Background: an optimization exercise with open tools, aiming at small area, a short achievable clock period and few clock cycles. Do not read the settings as production practice. At most, simulation tests tie the RTL to the original design; equivalence was not proved. The RTL of runs 1 and 2 was laid out without a check of its function.

--- config.mk ---
export PLATFORM = sky130hd
export DESIGN_NAME = MM
export DESIGN_NICKNAME = MM
export VERILOG_FILES = /design/flow/design.v
export SDC_FILE = /design/flow/constraint.sdc
export NUM_CORES = 4
export LEC_CHECK = 0
export CAP_MARGIN = 20
export CORE_MARGIN = 2
export CORE_UTILIZATION = 40
export PLACE_DENSITY = 0.6
export SLEW_MARGIN = 20
--- constraint.sdc ---
create_clock -name core_clock -period 10.0 [get_ports {clk}]
set_input_delay 2.0000 -clock core_clock [delete_from_list [all_inputs] [get_ports {clk}]]
set_output_delay 2.0000 -clock core_clock [all_outputs]
set_load 0.01 [all_outputs]
--- design.v ---
module MM(clk,i,j,reset,read,write,index,read_data,write_data,finish);
	input reset, clk;
	input [19:0]read_data;
	output [19:0]i, j;
	output read, write, index, finish;
	output [39:0]write_data;
	reg rd_o, wr_o, idx_o, fin_o;
	reg [9:0] i_o, j_o, x;
	reg [9:0] rm1, km1, cm1;
	reg hs, alldone, wfin;
	reg q1, q2, q3, q4;
	reg ln, lc, lr, fz;
	reg f1, l1, l2, l3, l4, e1, e2, e3, e4, ld, cm;
	reg [19:0] b;
	reg [39:0] s, c, acc;
	wire hdr   = rd_o & wr_o;
	wire cur_b = rd_o & ~wr_o & idx_o;
	wire cur_a = rd_o & ~wr_o & ~idx_o;
	wire cur_w = wr_o & ~rd_o;
	wire s_h   = hs & hdr;
	wire hold  = hs & ~rd_o;
	wire need_w = q4 & l4;
	wire rd_d  = ~hs | hdr | (~need_w & ~alldone & ~(cur_a & ln));
	wire wr_d  = ~hs | (hdr & ~i_o[1]) | (~hdr & need_w);
	wire fin_d = hs & (fin_o | (cur_w & wfin));
	always @(posedge clk) begin
		rd_o <= rd_d;
		wr_o <= wr_d;
		fin_o <= fin_d;
	end
	always @(posedge clk or posedge reset) begin
		if (reset) begin
			hs <= 1'b0;
			alldone <= 1'b0;
			wfin <= 1'b0;
			q1 <= 1'b0;
			q2 <= 1'b0;
			q3 <= 1'b0;
			q4 <= 1'b0;
		end else begin
			hs <= 1'b1;
			q1 <= cur_a;
			q2 <= q1;
			q3 <= q2;
			q4 <= q3;
			if (cur_a & ln & lc & lr) alldone <= 1'b1;
			if (hs & ~hdr & need_w) wfin <= e4;
		end
	end
	wire [9:0] i_inc = i_o + 10'd1;
	wire [9:0] j_inc = j_o + 10'd1;
	wire [9:0] x_inc = x + 10'd1;
	wire s_a1 = cur_a & ~ln;
	wire s_a2 = cur_a & ln & ~lc;
	wire s_a3 = cur_a & ln & lc;
	wire [9:0] i_d = ({10{s_h & ~i_o[1]}} & i_inc) | ({10{cur_b}} & x) |
	                 ({10{s_a1}} & j_inc) | ({10{hold}} & i_o);
	wire [9:0] j_d = ({10{cur_b}} & i_o) | ({10{s_a1}} & x) |
	                 ({10{s_a2}} & x_inc) | ({10{hold}} & j_o);
	wire idx_d = s_h | cur_a | (hold & idx_o);
	wire [9:0] hdr_m1 = read_data[9:0] - 10'd1;
	always @(posedge clk) begin
		i_o <= i_d;
		j_o <= j_d;
		idx_o <= idx_d;
		if (s_h) begin
			if (i_o[1:0] == 2'd0) rm1 <= hdr_m1;
			if (i_o[1:0] == 2'd1) km1 <= hdr_m1;
			if (i_o[1:0] == 2'd2) cm1 <= hdr_m1;
			x <= 10'd0;
		end else if (cur_b) begin
			x <= j_o;
			ln <= (i_o == km1);
			lc <= (j_o == cm1);
			lr <= (x == rm1);
			fz <= (i_o == 10'd0);
		end else if (cur_a) begin
			x <= s_a3 ? i_inc : i_o;
		end
	end
	reg signed [21:0] a2;
	reg [14:0] dg;
	reg [14:0] dg_odd, dg_even;
	reg [2:0] tp, te;
	integer m;
	always @(*) begin
		for (m = 0; m < 5; m = m + 1) begin
			tp = (m == 4) ? b[19:17] : b[4*m+1 +: 3];
			te = (m == 0) ? {b[1:0], 1'b0} : b[4*m-1 +: 3];
			dg_odd[3*m]   = tp[2] & ~(tp[1] & tp[0]);
			dg_odd[3*m+1] = tp[1] ^ tp[0];
			dg_odd[3*m+2] = (tp[2] & ~tp[1] & ~tp[0]) | (~tp[2] & tp[1] & tp[0]);
			dg_even[3*m]   = te[2] & ~(te[1] & te[0]);
			dg_even[3*m+1] = te[1] ^ te[0];
			dg_even[3*m+2] = (te[2] & ~te[1] & ~te[0]) | (~te[2] & te[1] & te[0]);
		end
	end
	always @(posedge clk) begin
		if (cur_b) b <= read_data;
		a2 <= cur_a ? {read_data, 2'b00} : {{2{a2[21]}}, a2[21:2]};
		dg <= cur_a ? dg_odd : (q1 ? dg_even : 15'd0);
		f1 <= fz;
		l1 <= ln;
		e1 <= ln & lc & lr;
		ld <= q1 & f1;
		l2 <= l1;
		e2 <= l1 & e1;
		l3 <= l2;
		e3 <= e2;
		l4 <= l3;
		e4 <= e3;
	end
	reg [39:0] row [0:4];
	reg [39:0] row5;
	reg [22:0] sel, f;
	always @(*) begin
		row5 = -(40'h11111 << 22);
		for (m = 0; m < 5; m = m + 1) begin
			sel = dg[3*m+1] ? {a2[21], a2} : (dg[3*m+2] ? {a2, 1'b0} : 23'd0);
			f = sel ^ {23{dg[3*m]}};
			row[m] = {17'd0, ~f[22], f[21:0]} << (4*m);
			row5[4*m] = dg[3*m];
		end
	end
	wire [39:0] s1a = row[0] ^ row[1] ^ row[2];
	wire [39:0] c1a = {(row[0][38:0] & row[1][38:0]) | (row[0][38:0] & row[2][38:0]) | (row[1][38:0] & row[2][38:0]), 1'b0};
	wire [39:0] s1b = row[3] ^ row[4] ^ row5;
	wire [39:0] c1b = {(row[3][38:0] & row[4][38:0]) | (row[3][38:0] & row5[38:0]) | (row[4][38:0] & row5[38:0]), 1'b0};
	wire [39:0] s2 = s1a ^ c1a ^ s1b;
	wire [39:0] c2 = {(s1a[38:0] & c1a[38:0]) | (s1a[38:0] & s1b[38:0]) | (c1a[38:0] & s1b[38:0]), 1'b0};
	wire [39:0] s3 = s2 ^ c2 ^ c1b;
	wire [39:0] c3 = {(s2[38:0] & c2[38:0]) | (s2[38:0] & c1b[38:0]) | (c2[38:0] & c1b[38:0]), 1'b0};
	wire [39:0] am = ld ? 40'd0 : acc;
	wire [39:0] ax = am ^ s ^ c;
	wire [39:0] ay = {(am[38:0] & s[38:0]) | (am[38:0] & c[38:0]) | (s[38:0] & c[38:0]), 1'b0};
	wire cin_h = cm & ~ld;
	wire [20:0] add_lo = {1'b0, ax[19:0]} + {1'b0, ay[19:0]};
	wire [20:0] add_hi = {ax[39:20], cin_h} + {ay[39:20], cin_h};
	wire [19:0] sum_lo = add_lo[19:0];
	wire cout_lo = add_lo[20];
	wire [19:0] sum_hi = add_hi[20:1];
	always @(posedge clk) begin
		s <= s3;
		c <= c3;
		acc <= {sum_hi, sum_lo};
		cm <= cout_lo;
	end
	assign read = rd_o;
	assign write = wr_o;
	assign index = idx_o;
	assign i = {10'd0, i_o};
	assign j = {10'd0, j_o};
	assign finish = fin_o;
	assign write_data = acc;
endmodule
--- flow/run.sh ---
#!/bin/bash
# The standard layout, with ORFS's timing repair aiming for a clock period
# well below the design's (the constraints themselves are unchanged), and
# repairing only the worst endpoints.
set -euo pipefail
bash standard.sh SETUP_SLACK_MARGIN=7.0 TNS_END_PERCENT=10 finish > standard_flow.log 2>&1
--- standard.sh ---
#!/bin/bash
# synth_recipe.tcl (not shown) runs the flow's synth.tcl, then flattens the netlist and writes it again
# the make line also repeats each setting of config.mk as NAME=value (left out here)
make -C /OpenROAD-flow-scripts/flow DESIGN_CONFIG=/design/flow/config.mk WORK_HOME=/design/flow/orfs CLKGATE_MAP_FILE= SYNTH_SCRIPT=/design/flow/synth_recipe.tcl "${@:-finish}"
==> PnR_summary.wiki, run 1 <==
{| class="wikitable"
! Metric !! Value
|-
| Ranking of synthesized cells by instance count || sky130_fd_sc_hd__nand2_1, sky130_fd_sc_hd__inv_1, sky130_fd_sc_hd__dfxtp_1, sky130_fd_sc_hd__o21ai_0, sky130_fd_sc_hd__xnor2_1
|-
| Setup-violating endpoint count in the final report || 0
|-
| Global-route wire length before repair || 61900 um
|-
| Rows || 73
|-
| Post-detailed-route count of antenna-violating nets || 0
|-
| Residual DRC || 0
|-
| Capture instance of the worst register-to-register path || acc[37]
|-
| Starting Density || 40.6%
|-
| Post-synthesis cell count || 1811
|-
| Maximum clock rate || 323 MHz
|-
| Data arrival time at the worst-slack endpoint || 3.58 ns
|-
| Most used flip-flop cell after synthesis || sky130_fd_sc_hd__dfxtp_1
|-
| Number of placed I/O pins || 106
|-
| Setup repair after global routing missed its margin || yes
|-
| Clk slew on worst S/H paths || 0.07 ns
|-
| IO Port Bufs || 85
|-
| Start point of the worst hold path || l2
|-
| Number of global-route vias before repair || 11.9k
|-
| Main area contributors after synthesis || sky130_fd_sc_hd__dfxtp_1, sky130_fd_sc_hd__fa_1, sky130_fd_sc_hd__edfxtp_1, sky130_fd_sc_hd__ha_1, sky130_fd_sc_hd__nand2_1
|-
| Worst path max stage delay || 0.49 ns
|-
| Required time worst endpoint || 10.49 ns
|-
| Type of origin of the critical path || register
|-
| Mapped cell area || 16200 um^2
|-
| Setup crit end kind || register
|-
| Type of the setup path with the least slack || reg2reg
|-
| Max Buffers Root-to-Sink || 3
|-
| Count of unique library cells instantiated by Yosys || 65
|-
| Endpoints failing hold || 0
|-
| Final TNS setup || 0 ns
|-
| Hold-critical path depth || 0
|-
| Wire length after detailed routing || 38500 um
|-
| Number of enable-type register cells in the synthesized netlist || 55
|-
| Area of the placeable core || 39800 um^2
|-
| Antenna diodes || 0
|-
| Die footprint || 42000 um^2
|-
| Ratio of cells with drive above 1 in the final layout || 14.2%
|-
| Mean post-synth cell area || 8.93 um^2
|-
| Reported max-cap violation count || 0
|-
| Number of sinks on the clock net || 257
|-
| Sequential element share of the synthesized area || 35.4%
|-
| Synthesis-to-layout area growth || 16.5%
|-
| Run status || timing/DRC/antenna clean
|-
| Final weighted congestion of routability-driven global placement || 0.852
|-
| Initial antenna violation count || 0
|-
| Critical register-to-register path startpoint || ld
|-
| Cell at the root of the clock tree || sky130_fd_sc_hd__clkbuf_16
|-
| Cells along the critical path || buf_12 -> nand2b_4 -> fa_1 -> inv_2 -> fa_2 -> a21o_1 -> a221o_2 -> a311oi_2 -> a2111oi_2 -> o21ai_1 -> and2b_1 -> xnor2_1
|-
| Clock latency at the later pin of the worst-skew pair || 0.57 ns
|-
| Library cell contributing the largest single delay on the critical path || sky130_fd_sc_hd__fa_1
|-
| Die Width || 205 um
|-
| Worst hold endpoint || l3
|-
| Clock tree from TritonCTS || built
|-
| Shortest clock period the worst path allows after layout || 3.09 ns
|-
| Dominant cell type by area after synthesis || sky130_fd_sc_hd__dfxtp_1
|-
| Pin slew with the least headroom to its limit || 0.997 ns
|-
| Library cell with the highest instance count after synthesis || sky130_fd_sc_hd__nand2_1
|-
| Post-route clock period utilization || 30.9%
|-
| Worst Clk Skew || 0.0222 ns
|-
| Yosys top cell area share || 24.1%
|-
| Depth of the worst register-to-register path || 12
|-
| Die height || 205 um
|-
| Class of the tightest hold or removal check || reg2reg
|-
| Iteration count of the initial detailed-routing pass || 7
|-
| Worst slew margin relative to its limit || 33.3%
|-
| Max H-tree Level || 1
|-
| Initial DRC Count || 944
|-
| Max-slew violations || 0
|-
| Share of flip-flops with an asynchronous set or reset || 2.72%
|-
| YS warnings || 2
|-
| Total GRT Usage || 18.2%
|-
| Maximum number of pins on one net before global-route repair || 45
|-
| Half-perimeter wire length after detailed placement || 26500 um
|-
| CTS Hold Bufs || 0
|-
| Slack of the worst reg-to-reg path || 6.91 ns
|-
| Number of CTS-inserted buffers || 28
|-
| Overflow left after global routing || 0
|-
| Count of state elements after synthesis || 257
|-
| Number of vias per cell || 4.96
|-
| Detailed-route via count || 12.0k
|-
| Nets || 2089
|-
| WL per Instance || 15.9 um
|-
| Largest fanout of any net on the critical path || 6
|}
[worst max-delay path by stage]
stage	from	end	slack (ns)	depth (start not counted)
after floorplan	read_data[5]	cm1[9]	6.83	5
after global placement	read_data[5]	cm1[9]	6.20	6
after detailed placement	read_data[3]	rm1[9]	6.12	6
after CTS	j_o[0]	j[0]	6.92	1
after global routing	ld	acc[37]	6.81	12
final	ld	acc[37]	6.91	12
[cells by family after synthesis]
logic type	synth area share, %
and+or+nand+nor	13.8
buffers and inverters	8.35
AOI/OAI and AO/OA	11.0
DFF	35.4
xor gates and xnor gates	11.7
adders and majority gates	19.4
muxes	0.201
other	0.0465
[layout by cell type (no fill, tap or decap), drive strengths merged, types with 11 or more instances in the layout]
cell,count
xnor2,118
inv,203
ha,116
a22oi,28
nor2,38
nand4,13
edfxtp,55
o21ai,143
nand2,324
a21o,13
nand2b,39
clkinv,11
a21oi,55
clkbuf,36
conb,21
dfxtp,195
fa,84
clkdlybuf4s50,17
buf,120
nand3,16
nor2b,18
xor2,98
[area by class of cell]
type                    instances  area (um^2)
inverters                     202          758
clock buffers                  34          785
flip-flops and latches        257         5860
repair buffers                143         1130
well taps                     525          657
multi-input cells            1235         9410
fillers                      3853        21000
clock inverters                18          234
[metrics by stage]
step	hold slack [ns]	utilization, %	setup WS, ns	cell area, um^2	std cells
finish	0.328	47.3	6.91	18800	2414
global route	0.330	47.3	6.81	18800	2414
CTS	0.328	46.5	6.92	18500	2402
detailed placement	0.313	43.4	6.12	17300	2318
global placement	0.312	43.4	6.20	17300	2318
floorplan	0.310	-	6.83	16300	1830
[routing by layer]
| metal | global-route usage [%] | wire, um | part of all wire, % | up-vias |
|---|---|---|---|---|
| met5 | 0 | 0 | 0 | - |
| met4 | 5.60 | 853 | 2.2 | 0 |
| met3 | 2.72 | 2460 | 6.4 | 75 |
| met2 | 28.9 | 17200 | 45 | 377 |
| met1 | 25.5 | 17900 | 47 | 5610 |
| li1 | - | - | - | 5902 |
[timing repair]
action / in CTS / in global routing
endpoints found under the setup margin: 109 / 120
pin swaps: 5 / 19
gates resized for setup: 364 / 37
cloned: 0 / 2
setup buffers: 32 / 10
[sequential cells by signal (all words and copies together), names as in the netlist, 15 cells and up]
name / flops
b: 20
c: 35
s: 39
dg: 15
a2: 22
acc: 40
[worst max-delay path: cells and delay by family, from the launching register on]
kind            cells  cell delay, ns
fa+ha+maj           2            0.85
simple gates        2            0.29
flops               1            0.36
buf+inv             2            0.18
compound gates      5            1.23
xor+xnor            1            0.10
==> run 2, diff against run 1 <==
--- a/config.mk
+++ b/config.mk
@@ -6,4 +6,5 @@
 export NUM_CORES = 4
 export LEC_CHECK = 0
+export ABC_AREA = 1
 export CAP_MARGIN = 20
 export CORE_MARGIN = 2
==> run 2 against run 1 <==
Against the previous run: global-route usage grew 3.1 points; sequential cell count is the same; clock-buffer cell count grew 2; largest cell class unchanged; still clean; synthesized area grew 5.4%; cell count grew 17%; utilization shrank 0.49 points.
==> PnR_summary.wiki, run 2 <==
{| class="wikitable"
! Metric !! Value
|-
| Multiplexer fraction of the synthesized cell area || 0%
|-
| Post-synthesis cell count || 2152
|-
| Share of flip-flops with an asynchronous set or reset || 2.72%
|-
| Count of unique library cells instantiated by Yosys || 45
|-
| Number of placed I/O pins || 106
|-
| Register with the most flip-flops || acc
|-
| Setup repair after global routing missed its margin || yes
|-
| Post-synthesis simple-gate area fraction || 15.1%
|-
| Fraction of synthesized cell area in xor and xnor cells || 8.64%
|-
| Dominant cell type by area after synthesis || sky130_fd_sc_hd__dfxtp_1
|-
| Library cell with the highest instance count after synthesis || sky130_fd_sc_hd__inv_1
|-
| Synthesis-to-layout area growth || 15.5%
|-
| Main area contributors after synthesis || sky130_fd_sc_hd__dfxtp_1, sky130_fd_sc_hd__fa_1, sky130_fd_sc_hd__edfxtp_1, sky130_fd_sc_hd__inv_1, sky130_fd_sc_hd__ha_1
|-
| Most heavily used metal layer in global routing || met2
|-
| Iteration count of the initial detailed-routing pass || 9
|-
| Total GRT Usage || 21.2%
|-
| Initial antenna violation count || 5
|-
| Die height || 210 um
|-
| Post-detailed-route count of antenna-violating nets || 0
|-
| IO Port Bufs || 85
|-
| Crit path capture || write_data[34]
|-
| Largest fanout of any net on the critical path || 2
|-
| Origin of the worst setup path || acc[34]
|-
| Rows || 75
|-
| GR Util met3 || 2.99%
|-
| Half-perimeter wire length after detailed placement || 35700 um
|-
| Data arrival time at the worst-slack endpoint || 1.09 ns
|-
| Type of origin of the critical path || register
|-
| Shortest clock period the worst path allows after layout || 3.09 ns
|-
| Most used flip-flop cell after synthesis || sky130_fd_sc_hd__dfxtp_1
|-
| Max-slew violations || 0
|-
| Required time worst endpoint || 8.00 ns
|-
| Fin worst setup slack || 6.91 ns
|-
| WL per Instance || 17.2 um
|-
| Run status || timing/DRC/antenna clean
|-
| Overflow left after global routing || 0
|-
| Finished Core Util || 46.8%
|-
| Cells along the critical path || clkbuf_2
|-
| Depth of the worst register-to-register path || 7
|-
| Top cell family by delay on the critical path || flip-flops
|-
| Final-layout worst hold slack || 0.325 ns
|-
| Final weighted congestion of routability-driven global placement || 0.955
|-
| Initial DRC Count || 1232
|-
| Worst path max stage delay || 0.37 ns
|-
| Endpoints failing hold || 0
|-
| Type of the setup path with the least slack || reg2out
|-
| Registers with the most flip-flops || acc x40, s x39, c x35
|-
| Setup-violating endpoint count in the final report || 0
|-
| Worst Path Buf+Inv || 1
|-
| Max Buffers Root-to-Sink || 3
|-
| YS warnings || 2
|-
| Class of the tightest hold or removal check || reg2reg
|-
| Area of the placeable core || 42000 um^2
|-
| Critical register-to-register path startpoint || dg[5]
|-
| Number of global-route vias before repair || 13.8k
|-
| Library cell contributing the largest single delay on the critical path || sky130_fd_sc_hd__dfxtp_2
|-
| Ratio of cells with drive above 1 in the final layout || 11.9%
|-
| Die Width || 210 um
|-
| Global-route wire length before repair || 74500 um
|-
| Clock latency at the later pin of the worst-skew pair || 0.59 ns
|-
| Met1 track demand over resource || 27.2%
|-
| Maximum clock rate || 324 MHz
|-
| Most frequent cells in the layout || sky130_fd_sc_hd__inv_1, sky130_fd_sc_hd__nand2_1, sky130_fd_sc_hd__o21ai_0
|-
| Residual DRC || 0
|-
| Final TNS setup || 0 ns
|-
| Max H-tree Level || 1
|-
| CTS Hold Bufs || 0
|-
| Main combinational cell family by area after synthesis || adder cells
|-
| Yosys top cell area share || 22.9%
|-
| Number of sinks on the clock net || 257
|-
| Setup crit end kind || primary output
|-
| Most common library cell in the layout ignoring fill and taps || sky130_fd_sc_hd__inv_1
|-
| Ranking of synthesized cells by instance count || sky130_fd_sc_hd__inv_1, sky130_fd_sc_hd__nand2_1, sky130_fd_sc_hd__o21ai_0, sky130_fd_sc_hd__dfxtp_1, sky130_fd_sc_hd__xor2_1
|-
| Wire length after detailed routing || 48600 um
|-
| Largest register FFs || 40
|-
| CP Depth || 1
|-
| Slack of the worst reg-to-reg path || 7.10 ns
|-
| Clock tree from TritonCTS || built
|-
| Mapped cell area || 17000 um^2
|-
| Pin slew with the least headroom to its limit || 1.04 ns
|-
| Number of enable-type register cells in the synthesized netlist || 55
|-
| Number of vias per cell || 5.05
|-
| Maximum number of pins on one net before global-route repair || 43
|-
| Post-route clock period utilization || 30.9%
|-
| Worst slew margin relative to its limit || 30.1%
|-
| Sequential element share of the synthesized area || 33.6%
|-
| Cell at the root of the clock tree || sky130_fd_sc_hd__clkbuf_16
|-
| Starting Density || 40.5%
|-
| Clk slew on worst S/H paths || 0.07 ns
|-
| Count of state elements after synthesis || 257
|-
| Area share of fa/ha/maj cells after synthesis || 18.4%
|-
| Worst setup slack after placement || 6.30 ns
|-
| Nets || 2482
|-
| Met2 Track Usage GR || 36.7%
|-
| Number of CTS-inserted buffers || 31
|-
| Detailed-route via count || 14.3k
|-
| Capture instance of the worst register-to-register path || s[19]
|-
| Reported max-cap violation count || 0
|-
| Mean post-synth cell area || 7.92 um^2
|-
| Die footprint || 44300 um^2
|-
| Post-synthesis compound-gate area fraction || 12.0%
|-
| Worst Clk Skew || 0.0183 ns
|}
==> run 2: cell count changes in the layout (fill, tap and decap cells not counted), moves of 23 or more <==
cell	previous run	this run
sky130_fd_sc_hd__inv_1	201	421
sky130_fd_sc_hd__o21ai_0	135	251
sky130_fd_sc_hd__xnor2_1	118	19
sky130_fd_sc_hd__nor2_1	37	102
sky130_fd_sc_hd__nand3_1	15	77
sky130_fd_sc_hd__nand2_1	324	383
sky130_fd_sc_hd__xor2_1	98	149
sky130_fd_sc_hd__nand2b_1	37	0
sky130_fd_sc_hd__a22oi_1	28	1
sky130_fd_sc_hd__clkinvlp_4	2	25
==> run 2: worst min path at each step <==
| stage | end | cells after the start | slack, ns | start |
|---|---|---|---|---|
| 3_3_place_gp | l3 | 0 | 0.31 | l2 |
| 3_5_place_dp | l3 | 0 | 0.31 | l2 |
| 2_1_floorplan | e3 | 0 | 0.31 | e2 |
| 5_1_grt | l3 | 0 | 0.33 | l2 |
| 6_report | l3 | 0 | 0.33 | l2 |
| 4_1_cts | l4 | 0 | 0.33 | l3 |
==> run 2: logic make-up (layout without fill, tap and decap cells) <==
family	Yosys count	after routing
and+or+nand+nor	618	618
buffers and inverters	526	640
AOI/OAI and AO/OA	381	381
DFF	257	257
adders and majority gates	200	200
xor gates and xnor gates	168	168
other	2	24
==> run 2: layout make-up <==
cell class | count | area [um^2]
Antenna cell | 3 | 7.51
Tap cell | 539 | 674
Multi-Input combinational cell | 1388 | 9300
Timing Repair Buffer | 129 | 948
Clock buffer | 36 | 816
Fill cell | 4190 | 22400
Clock inverter | 22 | 274
Sequential cell | 257 | 5870
Inverter | 437 | 1680
Timing Repair inverter | 16 | 110
==> run 2: stage by stage <==
step	instances	instance area (um^2)
6_report	2827	19700
5_1_grt	2824	19700
4_1_cts	2791	19600
3_5_place_dp	2712	18200
3_3_place_gp	2712	18200
2_1_floorplan	2171	17100
==> run 2: repair_timing <==
item | in CTS | in global routing
setup endpoints to repair | 127 | 134
pin swaps | 0 | 2
setup buffers | 21 | 17
cloned | 0 | 16
resized for setup | 251 | 117
==> run 2: routing by layer <==
layer / share of wire [%] / up-vias
li1: - / 6938
met1: 43 / 6753
met2: 48 / 476
met3: 5.9 / 97
met4: 3.3 / 4
met5: 0.051 / -
==> run 3, diff against run 2 <==
--- a/design.v
+++ b/design.v
@@ -7,5 +7,5 @@
 	reg rd_o, wr_o, idx_o, fin_o;
 	reg [9:0] i_o, j_o, x;
-	reg [9:0] rm1, km1, cm1;
+	reg [9:0] rr, kk, cc;
 	reg hs, alldone, wfin;
 	reg q1, q2, q3, q4;
@@ -59,5 +59,4 @@
 	                 ({10{s_a2}} & x_inc) | ({10{hold}} & j_o);
 	wire idx_d = s_h | cur_a | (hold & idx_o);
-	wire [9:0] hdr_m1 = read_data[9:0] - 10'd1;
 	always @(posedge clk) begin
 		i_o <= i_d;
@@ -65,13 +64,13 @@
 		idx_o <= idx_d;
 		if (s_h) begin
-			if (i_o[1:0] == 2'd0) rm1 <= hdr_m1;
-			if (i_o[1:0] == 2'd1) km1 <= hdr_m1;
-			if (i_o[1:0] == 2'd2) cm1 <= hdr_m1;
+			if (i_o[1:0] == 2'd0) rr <= read_data[9:0];
+			if (i_o[1:0] == 2'd1) kk <= read_data[9:0];
+			if (i_o[1:0] == 2'd2) cc <= read_data[9:0];
 			x <= 10'd0;
 		end else if (cur_b) begin
 			x <= j_o;
-			ln <= (i_o == km1);
-			lc <= (j_o == cm1);
-			lr <= (x == rm1);
+			ln <= (i_inc == kk);
+			lc <= (j_inc == cc);
+			lr <= (x_inc == rr);
 			fz <= (i_o == 10'd0);
 		end else if (cur_a) begin
--- a/config.mk
+++ b/config.mk
@@ -6,5 +6,4 @@
 export NUM_CORES = 4
 export LEC_CHECK = 0
-export ABC_AREA = 1
 export CAP_MARGIN = 20
 export CORE_MARGIN = 2
==> run 3 against run 2 <==
Against the previous run: cell count down 13%; hold slack gained 0.0020 ns; sequential cell count is the same; synthesized cell count fell by 14%; clock skew decreased by 0.0048 ns; largest cell class unchanged.
==> PnR_summary.wiki, run 3 <==
{| class="wikitable"
! Metric !! Value
|-
| Total GRT Usage || 18.4%
|-
| Ratio of cells with drive above 1 in the final layout || 12.5%
|-
| YS warnings || 2
|-
| Required time worst endpoint || 8.00 ns
|-
| Fin worst setup slack || 6.85 ns
|-
| Die footprint || 42500 um^2
|-
| Largest fanout of any net on the critical path || 2
|-
| Antenna diodes || 0
|-
| Max-slew violations || 0
|-
| WL per Instance || 15.8 um
|-
| Wire length after detailed routing || 38800 um
|-
| Die Width || 206 um
|-
| Maximum number of pins on one net before global-route repair || 45
|-
| Registers with the most flip-flops || acc x40, s x39, c x35
|-
| Initial DRC Count || 756
|-
| Number of CTS-inserted buffers || 29
|-
| Final weighted congestion of routability-driven global placement || 0.865
|-
| Detailed-route via count || 12.3k
|-
| Main area contributors after synthesis || sky130_fd_sc_hd__dfxtp_1, sky130_fd_sc_hd__fa_1, sky130_fd_sc_hd__edfxtp_1, sky130_fd_sc_hd__ha_1, sky130_fd_sc_hd__nand2_1
|-
| Cell at the root of the clock tree || sky130_fd_sc_hd__clkbuf_16
|-
| Number of enable-type register cells in the synthesized netlist || 55
|-
| Number of vias per cell || 5.00
|-
| Count of state elements after synthesis || 257
|-
| Post-route clock period utilization || 31.5%
|-
| Most frequent cells in the layout || sky130_fd_sc_hd__nand2_1, sky130_fd_sc_hd__inv_1, sky130_fd_sc_hd__dfxtp_1
|-
| Ranking of synthesized cells by instance count || sky130_fd_sc_hd__nand2_1, sky130_fd_sc_hd__inv_1, sky130_fd_sc_hd__dfxtp_1, sky130_fd_sc_hd__o21ai_0, sky130_fd_sc_hd__ha_1
|-
| Number of sinks on the clock net || 257
|-
| Rows || 74
|-
| Max Buffers Root-to-Sink || 3
|-
| Max H-tree Level || 1
|-
| Final TNS setup || 0 ns
|-
| Number of global-route vias before repair || 12.0k
|-
| Shortest clock period the worst path allows after layout || 3.15 ns
|-
| Reported max-cap violation count || 0
|-
| Number of placed I/O pins || 106
|-
| Nets || 2120
|-
| Half-perimeter wire length after detailed placement || 26700 um
|-
| Starting Density || 40.3%
|-
| Yosys top cell area share || 23.9%
|-
| Type of the setup path with the least slack || reg2out
|-
| Maximum clock rate || 317 MHz
|-
| IO Port Bufs || 85
|-
| Residual DRC || 0
|-
| Worst Clk Skew || 0.0135 ns
|-
| Most common library cell in the layout ignoring fill and taps || sky130_fd_sc_hd__nand2_1
|-
| Type of origin of the critical path || register
|-
| Mean post-synth cell area || 8.81 um^2
|-
| Pin slew with the least headroom to its limit || 0.942 ns
|-
| Finished Core Util || 47.0%
|-
| Worst slew margin relative to its limit || 37.1%
|-
| Library cell with the highest instance count after synthesis || sky130_fd_sc_hd__nand2_1
|-
| Class of the tightest hold or removal check || reg2reg
|-
| Count of unique library cells instantiated by Yosys || 55
|-
| Data arrival time at the worst-slack endpoint || 1.15 ns
|-
| CTS Hold Bufs || 0
|-
| Worst setup slack after placement || 6.47 ns
|-
| Most used flip-flop cell after synthesis || sky130_fd_sc_hd__dfxtp_1
|-
| Overflow left after global routing || 0
|-
| Largest register FFs || 40
|-
| Area of the placeable core || 40600 um^2
|-
| Setup repair after global routing missed its margin || yes
|-
| Mapped cell area || 16300 um^2
|-
| Die height || 206 um
|-
| Synthesis-to-layout area growth || 16.6%
|-
| Initial antenna violation count || 0
|-
| Run status || timing/DRC/antenna clean
|-
| Dominant cell type by area after synthesis || sky130_fd_sc_hd__dfxtp_1
|-
| Clk slew on worst S/H paths || 0.06 ns
|-
| Post-synthesis cell count || 1854
|-
| Setup crit end kind || primary output
|-
| Setup-violating endpoint count in the final report || 0
|-
| Share of flip-flops with an asynchronous set or reset || 2.72%
|-
| Post-detailed-route count of antenna-violating nets || 0
|-
| Register with the most flip-flops || acc
|-
| Clock latency at the later pin of the worst-skew pair || 0.58 ns
|-
| Clock tree from TritonCTS || built
|-
| Global-route wire length before repair || 62700 um
|-
| Endpoints failing hold || 0
|-
| Iteration count of the initial detailed-routing pass || 6
|-
| Sequential element share of the synthesized area || 35.1%
|}
==> run 3: worst paths after layout <==
kind | from | end | slack (ns) | cells after the start
max | idx_o | index | 6.85 | 2
min | e2 | e3 | 0.33 | 0
max reg2reg | ld | cm | 6.98 | 12
min reg2reg | e2 | e3 | 0.33 | 0
max in group asynchronous | reset | q1 | 8.13 | 2
min in group asynchronous | reset | hs | 1.66 | 2
==> run 3: cell type report <==
type / instances / area [um^2]
Clock buffer: 42 / 877
Clock inverter: 12 / 180
Fill cell: 3902 / 21500
Inverter: 202 / 758
Multi-Input combinational cell: 1278 / 9510
Sequential cell: 257 / 5850
Tap cell: 532 / 666
Timing Repair Buffer: 131 / 1210
==> run 3: logic make-up (layout without fill, tap and decap cells) <==
logic type | Yosys count | count (layout) | synth area share (%)
AND/OR/NAND/NOR | 528 | 528 | 14.4
buffers and inverters | 338 | 387 | 8.30
AO/OA/AOI/OAI | 313 | 313 | 11.4
flip-flops | 257 | 257 | 35.1
XOR/XNOR | 210 | 210 | 11.3
adder cells (fa/ha/maj) | 199 | 199 | 19.1
multiplexers | 7 | 7 | 0.452
other | 2 | 21 | 0.0460
==> run 3: stage by stage <==
stage          cells  area (um^2)  hold WS [ns]
4_1_cts         2448        18900         0.328
3_3_place_gp    2368        17400         0.311
5_1_grt         2454        19000         0.334
2_1_floorplan   1873        16400         0.310
3_5_place_dp    2368        17400         0.316
6_report        2454        19000         0.327
==> run 3: worst max-delay path, stage by stage, from the launching register on <==
cell	delay [ns]
sky130_fd_sc_hd__dfxtp_4	0.35
sky130_fd_sc_hd__buf_12	0.12
sky130_fd_sc_hd__buf_6	0.11
==> run 3: what timing repair did <==
action                                  CTS  global route
resized for setup                       289            56
buffers inserted                         24             5
endpoints found under the setup margin  109           111
pin swaps                                 3            16
cloned                                    2             1
==> run 3: per-layer routing <==
layer / vias to the layer above / track usage (%) / wire [um]
li1: 6049 / - / -
met1: 5847 / 25.1 / 18000
met2: 318 / 30.2 / 17900
met3: 57 / 2.51 / 2090
met4: 0 / 5.38 / 734
met5: - / 0 / 0
Testbench counts of run 3, summed over its fixed seeds: cycles 98,480.
==> run 4, diff against run 3 <==
--- a/config.mk
+++ b/config.mk
@@ -9,4 +9,6 @@
 export CORE_MARGIN = 2
 export CORE_UTILIZATION = 40
+export CTS_CLUSTER_DIAMETER = 80
+export CTS_CLUSTER_SIZE = 24
 export PLACE_DENSITY = 0.6
 export SLEW_MARGIN = 20
==> run 4 against run 3 <==
Against the previous run: still clean on timing, DRC and antenna; via count about the same; synthesized area is the same; register-to-register slack is essentially flat; hold slack improved by 0.0077 ns; synthesized cell count is the same; routed wire length up 0.47%; clock skew grew 0.0037 ns; maximum frequency increased by 0.88%; sequential share of layout area grew 0.34 points; sequential cell count unchanged; highest routed layer unchanged.
==> PnR_summary.wiki, run 4 <==
{| class="wikitable"
! Metric !! Value
|-
| Run status || timing/DRC/antenna clean
|-
| Worst Path Buf+Inv || 1
|-
| Type of the setup path with the least slack || reg2out
|-
| Iteration count of the initial detailed-routing pass || 5
|-
| Initial antenna violation count || 0
|-
| Main area contributors after synthesis || sky130_fd_sc_hd__dfxtp_1, sky130_fd_sc_hd__fa_1, sky130_fd_sc_hd__edfxtp_1, sky130_fd_sc_hd__ha_1, sky130_fd_sc_hd__nand2_1
|-
| Half-perimeter wire length after detailed placement || 26700 um
|-
| Total GRT Usage || 18.3%
|-
| Rows || 74
|-
| Post-synthesis cell count || 1854
|-
| Final weighted congestion of routability-driven global placement || 0.865
|-
| WL per Instance || 16.0 um
|-
| Number of placed I/O pins || 106
|-
| Worst Clk Skew || 0.0173 ns
|-
| Mean post-synth cell area || 8.81 um^2
|-
| Overflow left after global routing || 0
|-
| Ranking of synthesized cells by instance count || sky130_fd_sc_hd__nand2_1, sky130_fd_sc_hd__inv_1, sky130_fd_sc_hd__dfxtp_1, sky130_fd_sc_hd__o21ai_0, sky130_fd_sc_hd__ha_1
|-
| Die height || 206 um
|-
| Area of the placeable core || 40600 um^2
|-
| Max-slew violations || 0
|-
| Library cell contributing the largest single delay on the critical path || sky130_fd_sc_hd__dfxtp_2
|-
| Antenna diodes || 0
|-
| Die footprint || 42500 um^2
|-
| Fin worst setup slack || 6.87 ns
|-
| Top cell family by delay on the critical path || flip-flops
|-
| Setup repair after global routing missed its margin || yes
|-
| Max Buffers Root-to-Sink || 3
|-
| Cells along the critical path || clkdlybuf4s15_1
|-
| YS warnings || 2
|-
| Count of unique library cells instantiated by Yosys || 55
|-
| Clock tree from TritonCTS || built
|-
| Number of vias per cell || 5.03
|-
| Detailed-route via count || 12.3k
|-
| Most used flip-flop cell after synthesis || sky130_fd_sc_hd__dfxtp_1
|-
| CTS Hold Bufs || 0
|-
| Most common library cell in the layout ignoring fill and taps || sky130_fd_sc_hd__nand2_1
|-
| Setup crit end kind || primary output
|-
| Maximum number of pins on one net before global-route repair || 45
|-
| CP Depth || 1
|-
| Largest register FFs || 40
|-
| Ratio of cells with drive above 1 in the final layout || 11.2%
|-
| Pin slew with the least headroom to its limit || 0.937 ns
|-
| Clk slew on worst S/H paths || 0.08 ns
|-
| Dominant cell type by area after synthesis || sky130_fd_sc_hd__dfxtp_1
|-
| Die Width || 206 um
|-
| Cell at the root of the clock tree || sky130_fd_sc_hd__clkbuf_16
|-
| Largest fanout of any net on the critical path || 2
|-
| Maximum clock rate || 320 MHz
|-
| Global-route wire length before repair || 62500 um
|-
| Endpoints failing hold || 0
|-
| Post-detailed-route count of antenna-violating nets || 0
|-
| Initial DRC Count || 866
|-
| Number of enable-type register cells in the synthesized netlist || 55
|-
| IO Port Bufs || 85
|-
| Setup-violating endpoint count in the final report || 0
|-
| Synthesis-to-layout area growth || 15.2%
|-
| Wire length after detailed routing || 39000 um
|-
| Library cell with the highest instance count after synthesis || sky130_fd_sc_hd__nand2_1
|-
| Residual DRC || 0
|-
| Clock latency at the later pin of the worst-skew pair || 0.53 ns
|-
| Reported max-cap violation count || 0
|-
| Required time worst endpoint || 8.00 ns
|-
| Nets || 2114
|-
| Worst path max stage delay || 0.37 ns
|-
| Post-route clock period utilization || 31.3%
|-
| Final TNS setup || 0 ns
|-
| Number of global-route vias before repair || 12.0k
|-
| Worst setup slack after placement || 6.47 ns
|-
| Hold-critical path depth || 0
|-
| Depth of the worst register-to-register path || 12
|-
| Data arrival time at the worst-slack endpoint || 1.13 ns
|-
| Shortest clock period the worst path allows after layout || 3.13 ns
|-
| Max H-tree Level || 1
|-
| Register with the most flip-flops || acc
|-
| Starting Density || 40.3%
|-
| Share of flip-flops with an asynchronous set or reset || 2.72%
|-
| Registers with the most flip-flops || acc x40, s x39, c x35
|-
| Number of sinks on the clock net || 257
|-
| Class of the tightest hold or removal check || reg2reg
|-
| Mapped cell area || 16300 um^2
|-
| Number of CTS-inserted buffers || 18
|-
| Sequential element share of the synthesized area || 35.1%
|-
| Most frequent cells in the layout || sky130_fd_sc_hd__nand2_1, sky130_fd_sc_hd__inv_1, sky130_fd_sc_hd__dfxtp_1
|-
| Worst slew margin relative to its limit || 37.5%
|-
| Count of state elements after synthesis || 257
|-
| Yosys top cell area share || 23.9%
|-
| Type of origin of the critical path || register
|-
| Final-layout worst hold slack || 0.335 ns
|}
-- run 4: cell counts after synthesis --
No cell type changed its count.
-- run 4: repair_timing --
action,4_1_cts,5_1_grt
endpoints found under the setup margin,108,110
pin swaps,3,22
hold endpoints to repair,0,0
setup buffers,27,5
gates cloned,3,2
gates resized for setup,278,38
-- run 4: per-stage QoR --
stage	cell area, um^2	util, %	cells
final	18800	46.4	2437
after global routing	18800	46.4	2437
after CTS	18500	45.7	2430
after detailed placement	17400	43.0	2368
after global placement	17400	43.0	2368
after floorplan	16400	-	1873
-- run 4: cell type report --
type                            count  area, um^2
Clock buffer                       22         488
Clock inverter                     10         130
Fill cell                        3919       21700
Inverter                          202         758
Multi-Input combinational cell   1278        9540
Sequential cell                   257        5840
Tap cell                          532         666
Timing Repair Buffer              136        1390
-- run 4: worst paths after layout --
| check | from | end | slack, ns |
|---|---|---|---|
| max reg2reg | ld | cm | 6.97 |
| min in group asynchronous | reset | wfin | 1.70 |
| max in group asynchronous | reset | q4 | 8.08 |
| max | acc[2] | write_data[2] | 6.87 |
| min reg2reg | l3 | l4 | 0.34 |
| min | l3 | l4 | 0.34 |
-- run 4: logic make-up after synthesis --
family / synth area share (%)
AO/OA/AOI/OAI: 11.4
XOR/XNOR: 11.3
adder cells (fa/ha/maj): 19.1
buffers and inverters: 8.30
flip-flops: 35.1
multiplexers: 0.452
other: 0.0460
AND/OR/NAND/NOR: 14.4
-- run 4: per-layer routing --
metal  wire (um)  global-route usage (%)
met1       17700                    25.2
met2       17800                    30.1
met3        2390                    2.16
met4        1100                    5.82
met5           0                       0
==> run 5, diff against run 4 <==
==> flow/run.sh (replaced) <==
#!/bin/bash
# The standard layout, with ORFS's timing repair aiming for a clock period
# well below the design's (the constraints themselves are unchanged),
# repairing only the worst endpoints, and with every port buffered by a
# plain buffer (not a delay cell) that the repair can resize.
set -euo pipefail
bash standard.sh SETUP_SLACK_MARGIN=7.0 TNS_END_PERCENT=10 \
  "BUFFER_PORTS_ARGS=-buffer_cell sky130_fd_sc_hd__buf_4" finish > standard_flow.log 2>&1
--- a/config.mk
+++ b/config.mk
@@ -9,6 +9,4 @@
 export CORE_MARGIN = 2
 export CORE_UTILIZATION = 40
-export CTS_CLUSTER_DIAMETER = 80
-export CTS_CLUSTER_SIZE = 24
 export PLACE_DENSITY = 0.6
 export SLEW_MARGIN = 20
==> run 5 against run 4 <==
Against the previous run: still clean on timing, DRC and antenna; global-route usage barely moved; die area did not move; design area rose by 0.43%; synthesized cell count did not move; critical path type unchanged; critical endpoint is now j[9].
==> PnR_summary.wiki, run 5 <==
{| class="wikitable"
! Metric !! Value
|-
| Area of the placeable core || 40600 um^2
|-
| Cell count after placement || 2368
|-
| Synthesis-to-layout area growth || 15.7%
|-
| Count of unique library cells instantiated by Yosys || 55
|-
| Mapped cell area || 16300 um^2
|-
| Die Width || 206 um
|-
| Die height || 206 um
|-
| Cells along the critical path || buf_4
|-
| Ratio of cells with drive above 1 in the final layout || 12.7%
|-
| Maximum number of pins on one net before global-route repair || 45
|-
| Hold-critical path depth || 0
|-
| Worst path max stage delay || 0.42 ns
|-
| Register with the most flip-flops || acc
|-
| Ranking of synthesized cells by instance count || sky130_fd_sc_hd__nand2_1, sky130_fd_sc_hd__inv_1, sky130_fd_sc_hd__dfxtp_1, sky130_fd_sc_hd__o21ai_0, sky130_fd_sc_hd__ha_1
|-
| Main area contributors after synthesis || sky130_fd_sc_hd__dfxtp_1, sky130_fd_sc_hd__fa_1, sky130_fd_sc_hd__edfxtp_1, sky130_fd_sc_hd__ha_1, sky130_fd_sc_hd__nand2_1
|-
| Yosys top cell area share || 23.9%
|-
| Worst Clk Skew || 0.0164 ns
|-
| Initial DRC Count || 789
|-
| Number of enable-type register cells in the synthesized netlist || 55
|-
| Run status || timing/DRC/antenna clean
|-
| Detailed-route via count || 12.2k
|-
| YS warnings || 2
|-
| Worst setup slack after placement || 6.51 ns
|-
| Met1 track demand over resource || 24.7%
|-
| Largest register FFs || 40
|-
| Type of the setup path with the least slack || reg2out
|-
| Fin worst setup slack || 6.85 ns
|-
| Pin slew with the least headroom to its limit || 0.890 ns
|-
| Setup crit end kind || primary output
|-
| Cell area after layout || 18900 um^2
|-
| Sequential element share of the synthesized area || 35.1%
|-
| Largest fanout of any net on the critical path || 4
|-
| Setup-violating endpoint count in the final report || 0
|-
| Final-layout worst hold slack || 0.328 ns
|-
| Clock tree from TritonCTS || built
|-
| Flip-flop and latch area || 5800 um^2
|-
| Maximum clock rate || 317 MHz
|-
| Type of origin of the critical path || register
|-
| Number of CTS-inserted buffers || 29
|-
| Number of global-route vias before repair || 11.9k
|-
| Final cell count without fillers || 2442
|-
| Share of flip-flops with an asynchronous set or reset || 2.72%
|-
| Depth of the worst register-to-register path || 13
|-
| Setup repair after global routing missed its margin || yes
|-
| Most heavily used metal layer in global routing || met2
|-
| Mean post-synth cell area || 8.81 um^2
|-
| Reported max-cap violation count || 0
|-
| Placement Cell Area || 17200 um^2
|-
| Half-perimeter wire length after detailed placement || 26800 um
|-
| Multi-input gate area in the final layout || 9610 um^2
|-
| Top cell family by delay on the critical path || flip-flops
|-
| Global-route wire length before repair || 62200 um
|-
| Clock latency at the later pin of the worst-skew pair || 0.57 ns
|-
| Clk slew on worst S/H paths || 0.06 ns
|-
| Max Buffers Root-to-Sink || 3
|-
| Post-detailed-route count of antenna-violating nets || 0
|-
| Most frequent cells in the layout || sky130_fd_sc_hd__nand2_1, sky130_fd_sc_hd__inv_1, sky130_fd_sc_hd__dfxtp_1
|-
| Worst Path Buf+Inv || 1
|-
| Number of sinks on the clock net || 257
|-
| Wire length after detailed routing || 39100 um
|-
| Nets || 2108
|-
| Data arrival time at the worst-slack endpoint || 1.15 ns
|-
| Number of placed I/O pins || 106
|-
| Finished Core Util || 46.6%
|-
| Overflow left after global routing || 0
|-
| Antenna diodes || 0
|-
| Initial antenna violation count || 0
|-
| Registers with the most flip-flops || acc x40, s x39, c x35
|-
| Worst slew margin relative to its limit || 40.6%
|-
| Endpoints failing hold || 0
|-
| Required time worst endpoint || 8.00 ns
|-
| Shortest clock period the worst path allows after layout || 3.15 ns
|-
| Number of vias per cell || 5.01
|-
| Final TNS setup || 0 ns
|-
| Rows || 74
|-
| Dominant cell type by area after synthesis || sky130_fd_sc_hd__dfxtp_1
|-
| IO Port Bufs || 85
|-
| CP Depth || 1
|-
| Library cell contributing the largest single delay on the critical path || sky130_fd_sc_hd__dfxtp_1
|-
| Most common library cell in the layout ignoring fill and taps || sky130_fd_sc_hd__nand2_1
|-
| Iteration count of the initial detailed-routing pass || 6
|-
| Cell at the root of the clock tree || sky130_fd_sc_hd__clkbuf_16
|-
| Count of state elements after synthesis || 257
|-
| Residual DRC || 0
|-
| Starting Density || 40.3%
|-
| Most used flip-flop cell after synthesis || sky130_fd_sc_hd__dfxtp_1
|-
| Number of inserted filler cells in the final layout || 3855
|-
| Post-route clock period utilization || 31.5%
|-
| Total GRT Usage || 18.3%
|-
| Class of the tightest hold or removal check || reg2reg
|-
| GR Util met3 || 2.87%
|-
| WL per Instance || 16.0 um
|-
| Met2 Track Usage GR || 30.1%
|-
| Final weighted congestion of routability-driven global placement || 0.863
|-
| Die footprint || 42500 um^2
|-
| Post-synthesis cell count || 1854
|-
| Max-slew violations || 0
|-
| Library cell with the highest instance count after synthesis || sky130_fd_sc_hd__nand2_1
|-
| Max H-tree Level || 1
|}
run 5: cell counts after synthesis:
No cell type changed its count.
run 5: cell type report:
| class | instances | area share, % |
|---|---|---|
| Timing Repair Buffer | 119 | 5.52 |
| Multi-Input combinational cell | 1278 | 50.9 |
| Clock buffer | 47 | 4.97 |
| Tap cell | 532 | 3.52 |
| Clock inverter | 7 | 0.417 |
| Inverter | 202 | 4.01 |
| Sequential cell | 257 | 30.7 |
run 5: layer usage:
metal  wire, um  up-vias
li1           -     6024
met1      18000     5804
met2      18000      346
met3       2110       72
met4        996        0
met5          0        -
run 5: path summary, 6_finish.rpt:
| path | from | to | slack (ns) |
|---|---|---|---|
| worst max-delay path | j_o[9] | j[9] | 6.85 |
| worst min-delay path | e3 | e4 | 0.33 |
| worst max register to register | ld | acc[39] | 6.92 |
| worst min register to register | e3 | e4 | 0.33 |
| max in group asynchronous | reset | q4 | 8.41 |
| min in group asynchronous | reset | hs | 1.37 |
run 5: cells by family (layout without fill, tap and decap cells):
| kind of cell | Yosys count | count (layout) | synth area share (%) |
|---|---|---|---|
| flops | 257 | 257 | 35.1 |
| compound gates | 313 | 313 | 11.4 |
| simple gates | 528 | 528 | 14.4 |
| other cells | 2 | 21 | 0.0460 |
| buf+inv | 338 | 375 | 8.30 |
| fa+ha+maj | 199 | 199 | 19.1 |
| xor+xnor | 210 | 210 | 11.3 |
| mux | 7 | 7 | 0.452 |
run 5: worst register-to-register path, cell delays in order, from the launching register on:
cell	delay, ns
sky130_fd_sc_hd__dfxtp_4	0.38
sky130_fd_sc_hd__buf_12	0.15
sky130_fd_sc_hd__buf_4	0.14
sky130_fd_sc_hd__nand2b_1	0.15
sky130_fd_sc_hd__fa_1	0.48
sky130_fd_sc_hd__inv_1	0.06
sky130_fd_sc_hd__ha_4	0.28
sky130_fd_sc_hd__inv_1	0.06
sky130_fd_sc_hd__o221a_4	0.30
sky130_fd_sc_hd__a21o_1	0.21
sky130_fd_sc_hd__a31oi_4	0.20
sky130_fd_sc_hd__nand3_4	0.12
sky130_fd_sc_hd__a221oi_4	0.32
sky130_fd_sc_hd__xnor2_1	0.14
run 5: timing repair:
| action | in CTS | in global routing |
|---|---|---|
| hold endpoints to repair | 0 | 0 |
| pin swaps | 6 | 24 |
| endpoints found under the setup margin | 106 | 111 |
| gates cloned | 3 | 1 |
| setup buffers | 8 | 8 |
| resized for setup | 59 | 50 |
| hold buffers | 0 | 0 |
==> run 6, diff against run 5 <==
==> flow/run.sh (replaced) <==
#!/bin/bash
# The standard layout, with ORFS's timing repair aiming for a clock period
# well below the design's (the constraints themselves are unchanged),
# repairing only the worst endpoints, and with every port buffered by a
# plain buffer (not a delay cell).
set -euo pipefail
bash standard.sh SETUP_SLACK_MARGIN=7.0 TNS_END_PERCENT=10 \
  "BUFFER_PORTS_ARGS=-buffer_cell sky130_fd_sc_hd__buf_6" finish > standard_flow.log 2>&1
--- a/config.mk
+++ b/config.mk
@@ -9,4 +9,6 @@
 export CORE_MARGIN = 2
 export CORE_UTILIZATION = 40
+export CTS_CLUSTER_DIAMETER = 80
+export CTS_CLUSTER_SIZE = 24
 export PLACE_DENSITY = 0.6
 export SLEW_MARGIN = 20
==> run 6 against run 5 <==
Against the previous run: register-to-register slack about the same; cell count down 0.66%; non-clock buffer count is 6 higher; utilization down 0.20 points; first-iteration DRC count fell by 3.2%; sequential cell count unchanged; synthesized area unchanged.
==> PnR_summary.wiki, run 6 <==
{| class="wikitable"
! Metric !! Value
|-
| Mapped cell area || 16300 um^2
|-
| Area of the placeable core || 40600 um^2
|-
| Setup repair after global routing missed its margin || yes
|-
| Die footprint || 42500 um^2
|-
| Library cell contributing the largest single delay on the critical path || sky130_fd_sc_hd__dfxtp_1
|-
| Most frequent cells in the layout || sky130_fd_sc_hd__nand2_1, sky130_fd_sc_hd__inv_1, sky130_fd_sc_hd__dfxtp_1
|-
| Finished Core Util || 46.4%
|-
| Setup crit end kind || primary output
|-
| Number of vias per cell || 5.05
|-
| Pin slew with the least headroom to its limit || 0.866 ns
|-
| Share of flip-flops with an asynchronous set or reset || 2.72%
|-
| Wire length after detailed routing || 39300 um
|-
| Detailed-route via count || 12.2k
|-
| Residual DRC || 0
|-
| Most used flip-flop cell after synthesis || sky130_fd_sc_hd__dfxtp_1
|-
| Worst path max stage delay || 0.47 ns
|-
| Top cell family by delay on the critical path || flip-flops
|-
| Critical register-to-register path startpoint || ld
|-
| Cells along the critical path || buf_6
|-
| Die Width || 206 um
|-
| Max-slew violations || 0
|-
| Starting Density || 40.3%
|-
| Final cell count without fillers || 2426
|-
| Synthesis-to-layout area growth || 15.2%
|-
| Initial antenna violation count || 0
|-
| Required time worst endpoint || 8.00 ns
|-
| Clock tree from TritonCTS || built
|-
| Largest register FFs || 40
|-
| Total GRT Usage || 18.3%
|-
| Number of enable-type register cells in the synthesized netlist || 55
|-
| Worst Path Buf+Inv || 1
|-
| Setup-violating endpoint count in the final report || 0
|-
| Clock latency at the later pin of the worst-skew pair || 0.53 ns
|-
| CTS Hold Bufs || 0
|-
| Max H-tree Level || 1
|-
| Antenna diodes || 0
|-
| Cell count after placement || 2369
|-
| Post-synthesis cell count || 1854
|-
| Class of the tightest hold or removal check || reg2reg
|-
| Number of CTS-inserted buffers || 18
|-
| Reported max-cap violation count || 0
|-
| Main area contributors after synthesis || sky130_fd_sc_hd__dfxtp_1, sky130_fd_sc_hd__fa_1, sky130_fd_sc_hd__edfxtp_1, sky130_fd_sc_hd__ha_1, sky130_fd_sc_hd__nand2_1
|-
| Initial DRC Count || 764
|-
| Max Buffers Root-to-Sink || 3
|-
| Ratio of cells with drive above 1 in the final layout || 12.1%
|-
| Maximum clock rate || 318 MHz
|-
| Met1 track demand over resource || 25.3%
|-
| Ranking of synthesized cells by instance count || sky130_fd_sc_hd__nand2_1, sky130_fd_sc_hd__inv_1, sky130_fd_sc_hd__dfxtp_1, sky130_fd_sc_hd__o21ai_0, sky130_fd_sc_hd__ha_1
|-
| WL per Instance || 16.2 um
|-
| Sequential element share of the synthesized area || 35.1%
|-
| Data arrival time at the worst-slack endpoint || 1.14 ns
|-
| Origin of the worst setup path || acc[24]
|-
| Overflow left after global routing || 0
|-
| Worst slew margin relative to its limit || 42.3%
|-
| Number of sinks on the clock net || 257
|-
| Worst Clk Skew || 0.0214 ns
|-
| Count of state elements after synthesis || 257
|-
| Half-perimeter wire length after detailed placement || 26900 um
|-
| Yosys top cell area share || 23.9%
|-
| Maximum number of pins on one net before global-route repair || 45
|-
| Shortest clock period the worst path allows after layout || 3.14 ns
|-
| Met2 Track Usage GR || 30.0%
|-
| Number of global-route vias before repair || 12.0k
|-
| Mean post-synth cell area || 8.81 um^2
|-
| Run status || timing/DRC/antenna clean
|-
| Rows || 74
|-
| Global-route wire length before repair || 62700 um
|-
| Library cell with the highest instance count after synthesis || sky130_fd_sc_hd__nand2_1
|-
| Cell at the root of the clock tree || sky130_fd_sc_hd__clkbuf_16
|-
| Most heavily used metal layer in global routing || met2
|-
| Final-layout worst hold slack || 0.333 ns
|-
| Number of placed I/O pins || 106
|-
| Start point of the worst hold path || e3
|-
| Post-detailed-route count of antenna-violating nets || 0
|-
| Registers with the most flip-flops || acc x40, s x39, c x35
|-
| Count of unique library cells instantiated by Yosys || 55
|-
| Type of the setup path with the least slack || reg2out
|-
| Dominant cell type by area after synthesis || sky130_fd_sc_hd__dfxtp_1
|-
| IO Port Bufs || 85
|-
| Final weighted congestion of routability-driven global placement || 0.863
|-
| Iteration count of the initial detailed-routing pass || 5
|-
| Most common library cell in the layout ignoring fill and taps || sky130_fd_sc_hd__nand2_1
|-
| Post-route clock period utilization || 31.4%
|-
| Nets || 2103
|-
| Clk slew on worst S/H paths || 0.09 ns
|-
| GR Util met3 || 1.86%
|-
| Die height || 206 um
|-
| Final TNS setup || 0 ns
|-
| Type of origin of the critical path || register
|-
| YS warnings || 2
|-
| Endpoints failing hold || 0
|-
| Largest fanout of any net on the critical path || 2
|-
| Register with the most flip-flops || acc
|}
==> run 6: layout make-up <==
type                            count  area (um^2)
Clock inverter                     10          138
Inverter                          202          758
Fill cell                        3953        21700
Clock buffer                       22          497
Multi-Input combinational cell   1278         9560
Tap cell                          532          666
Sequential cell                   257         5810
Timing Repair Buffer              125         1390
==> run 6: metal layers <==
metal / routed length (um) / up-vias
met5: 0 / -
met4: 1020 / 0
met3: 2210 / 74
met2: 18000 / 361
met1: 18000 / 5806
li1: - / 5999
==> run 6: metrics by stage <==
step | area, um^2 | worst slack, ns
5_1_grt | 18800 | 6.80
2_1_floorplan | 16400 | 7.03
6_report | 18800 | 6.86
3_5_place_dp | 17500 | 6.54
3_3_place_gp | 17500 | 6.56
4_1_cts | 18400 | 6.87
==> run 6: final timing paths <==
path                                  end  slack (ns)  depth (start not counted)
max                        write_data[24]        6.86                          1
min                                    e4        0.33                          0
max reg2reg                       acc[17]        6.93                         13
min reg2reg                            e4        0.33                          0
max in group asynchronous              hs        8.39                          2
min in group asynchronous         alldone        1.38                          2
==> run 6: timing repair <==
action	CTS	global route
endpoints found under the setup margin	101	109
resized for setup	55	45
endpoints found under the hold margin	0	0
pin swaps	7	23
gates cloned	3	2
setup buffers	7	13
==> run 6: cell families after synthesis <==
logic type               Yosys count  share of synthesized area, %
AO/OA/AOI/OAI                    313                          11.4
flip-flops                       257                          35.1
adder cells (fa/ha/maj)          199                          19.1
buffers and inverters            338                          8.30
multiplexers                       7                         0.452
AND/OR/NAND/NOR                  528                          14.4
other                              2                        0.0460
XOR/XNOR                         210                          11.3
==> run 7, diff against run 6 <==
==> flow/run.sh (replaced) <==
#!/bin/bash
# The standard layout, with ORFS's timing repair aiming for a clock period
# well below the design's (the constraints themselves are unchanged),
# repairing only the worst endpoints, and free to resize cells across
# footprints.
set -euo pipefail
bash standard.sh SETUP_SLACK_MARGIN=7.0 TNS_END_PERCENT=10 MATCH_CELL_FOOTPRINT=0 finish > standard_flow.log 2>&1
--- a/config.mk
+++ b/config.mk
@@ -9,6 +9,4 @@
 export CORE_MARGIN = 2
 export CORE_UTILIZATION = 40
-export CTS_CLUSTER_DIAMETER = 80
-export CTS_CLUSTER_SIZE = 24
 export PLACE_DENSITY = 0.6
 export SLEW_MARGIN = 20
==> run 7 against run 6 <==
Against the previous run: global-route usage is 0.12 points lower; first-iteration DRC count increased by 2.6%; still clean on timing, DRC and antenna; critical endpoint is now index; synthesized area unchanged; via count decreased by 0.56%; clock skew down 0.0066 ns; cell count increased by 0.66%.
==> PnR_summary.wiki, run 7 <==
{| class="wikitable"
! Metric !! Value
|-
| IO Port Bufs || 85
|-
| Worst Clk Skew || 0.0148 ns
|-
| Clock tree from TritonCTS || built
|-
| Setup crit end kind || primary output
|-
| YS warnings || 2
|-
| Rows || 74
|-
| Number of inserted filler cells in the final layout || 3893
|-
| Mapped cell area || 16300 um^2
|-
| Data arrival time at the worst-slack endpoint || 1.15 ns
|-
| Number of enable-type register cells in the synthesized netlist || 55
|-
| Final weighted congestion of routability-driven global placement || 0.865
|-
| Post-synthesis simple-gate area fraction || 14.4%
|-
| Shortest clock period the worst path allows after layout || 3.15 ns
|-
| Half-perimeter wire length after detailed placement || 26700 um
|-
| Area share of fa/ha/maj cells after synthesis || 19.1%
|-
| Number of global-route vias before repair || 11.9k
|-
| Post-synthesis compound-gate area fraction || 11.4%
|-
| Max-slew violations || 0
|-
| Required time worst endpoint || 8.00 ns
|-
| Cell area after layout || 19100 um^2
|-
| Pin slew with the least headroom to its limit || 0.939 ns
|-
| Number of CTS-inserted buffers || 29
|-
| Most common library cell in the layout ignoring fill and taps || sky130_fd_sc_hd__nand2_1
|-
| Final TNS setup || 0 ns
|-
| Largest fanout of any net on the critical path || 2
|-
| Register with the most flip-flops || acc
|-
| Sequential element share of the synthesized area || 35.1%
|-
| Post-detailed-route count of antenna-violating nets || 0
|-
| Largest register FFs || 40
|-
| Worst slew margin relative to its limit || 37.3%
|-
| Cells along the critical path || buf_12 -> buf_6
|-
| Slack of the worst reg-to-reg path || 6.98 ns
|-
| Class of the tightest hold or removal check || reg2reg
|-
| Initial DRC Count || 784
|-
| Wire length after detailed routing || 38300 um
|-
| Cell at the root of the clock tree || sky130_fd_sc_hd__clkbuf_16
|-
| Maximum number of pins on one net before global-route repair || 45
|-
| Number of placed I/O pins || 106
|-
| Dominant cell type by area after synthesis || sky130_fd_sc_hd__dfxtp_1
|-
| Post-route clock period utilization || 31.5%
|-
| Iteration count of the initial detailed-routing pass || 8
|-
| Setup repair after global routing missed its margin || yes
|-
| Starting Density || 40.3%
|-
| Run status || timing/DRC/antenna clean
|-
| Multiplexer fraction of the synthesized cell area || 0.452%
|-
| Nets || 2108
|-
| Count of state elements after synthesis || 257
|-
| Fraction of synthesized cell area in xor and xnor cells || 11.3%
|-
| Number of vias per cell || 4.98
|-
| Registers with the most flip-flops || acc x40, s x39, c x35
|-
| Die Width || 206 um
|-
| WL per Instance || 15.7 um
|-
| Die footprint || 42500 um^2
|-
| Library cell contributing the largest single delay on the critical path || sky130_fd_sc_hd__dfxtp_4
|-
| Area of the placeable core || 40600 um^2
|-
| Post-synthesis cell count || 1854
|-
| Die height || 206 um
|-
| Overflow left after global routing || 0
|-
| Antenna diodes || 0
|-
| Most used flip-flop cell after synthesis || sky130_fd_sc_hd__dfxtp_1
|-
| Max Buffers Root-to-Sink || 3
|-
| Initial antenna violation count || 0
|-
| Maximum clock rate || 317 MHz
|-
| Mean post-synth cell area || 8.81 um^2
|-
| Synthesis-to-layout area growth || 16.9%
|-
| Clock latency at the later pin of the worst-skew pair || 0.58 ns
|-
| Worst setup slack after placement || 6.47 ns
|}
## run 7: cells by family (layout without fill, tap and decap cells)
logic type / Yosys count / in the layout
fa+ha+maj: 199 / 199
mux: 7 / 7
compound gates: 313 / 313
xor+xnor: 210 / 210
buf+inv: 338 / 375
other cells: 2 / 21
flops: 257 / 257
simple gates: 528 / 528
## run 7: area by class of cell
class	count	area [um^2]	share of cell area (%)
repair buffers	119	1290	6.76
inverters	202	758	3.97
clock inverters	12	180	0.944
multi-input cells	1278	9500	49.7
flip-flops and latches	257	5820	30.5
clock buffers	42	877	4.59
well taps	532	666	3.49
## run 7: worst max-delay path: cells and delay by family, from the launching register on
kind	cells	cell delay, ns
flops	1	0.35
buf+inv	2	0.23
## run 7: final timing paths
check | cells after the start | startpoint | endpoint
min in group asynchronous | 2 | reset | q4
max in group asynchronous | 2 | reset | alldone
setup / recovery | 2 | idx_o | index
hold reg to reg | 0 | e2 | e3
setup reg to reg | 12 | ld | cm
hold / removal | 0 | e2 | e3
## run 7: stage by stage
stage | utilization (%) | cells
floorplan | - | 1873
global placement | 43.0 | 2368
detailed placement | 43.0 | 2368
CTS | 46.6 | 2436
global route | 47.1 | 2442
finish | 47.1 | 2442
## run 7: per-layer routing
layer / share of wire (%) / routed length (um) / track usage (%)
met1: 46 / 17700 / 24.9
met3: 5.3 / 2050 / 2.49
met2: 46 / 17800 / 29.9
met4: 1.9 / 723 / 5.38
met5: 0 / 0 / 0
## run 7: timing repair
item,4_1_cts,5_1_grt
endpoints found under the setup margin,109,111
setup buffers,12,5
pin swaps,3,16
resized for setup,151,44
hold buffers,0,0
endpoints found under the hold margin,0,0
gates cloned,2,1

[re-timing with driven ports]
In the flow no input, the clock included, has a driving cell. The finished layouts below were timed again as built, in two steps.
Step 1: set_driving_cell puts a clkbuf_16 on clk and a buf_2 on each other input, an assumption about the parent block.
Step 2 also shifts input and output timing later by t, the mid clock arrival at the registers, as if the neighbouring blocks saw the same clock.
Three values: no drivers, after step 1, after step 2; two values: the first two.
| run | t (ns) | setup WS [ns] | hold slack, ns | latest minus earliest clock arrival (ns) | worst data-port slew with drivers (ns) |
|---|---|---|---|---|---|
| run 1 | 0.613 | 6.908 / 6.879 / 6.344 | 0.328 / 0.328 / 0.328 | 0.026 / 0.026 | 0.05 |
| run 2 | 0.628 | 6.909 / 6.858 / 6.319 | 0.325 / 0.325 / 0.325 | 0.022 / 0.022 | 0.09 |
| run 3 | 0.621 | 6.847 / 6.796 / 6.980 | 0.327 / 0.327 / 0.327 | 0.015 / 0.015 | 0.05 |
| run 4 | 0.569 | 6.874 / 6.823 / 6.970 | 0.335 / 0.335 / 0.335 | 0.021 / 0.021 | 0.05 |
| run 5 | 0.615 | 6.845 / 6.792 / 6.925 | 0.328 / 0.328 / 0.328 | 0.017 / 0.017 | 0.05 |
| run 6 | 0.570 | 6.857 / 6.807 / 6.933 | 0.333 / 0.333 / 0.333 | 0.021 / 0.021 | 0.06 |
| run 7 | 0.621 | 6.848 / 6.797 / 6.977 | 0.325 / 0.325 / 0.325 | 0.018 / 0.018 | 0.05 |
After both steps every run listed still meets setup and hold. For run 2, which loses most, drivers alone change the setup slack by -0.051 ns; drivers and shift together by -0.590 ns.
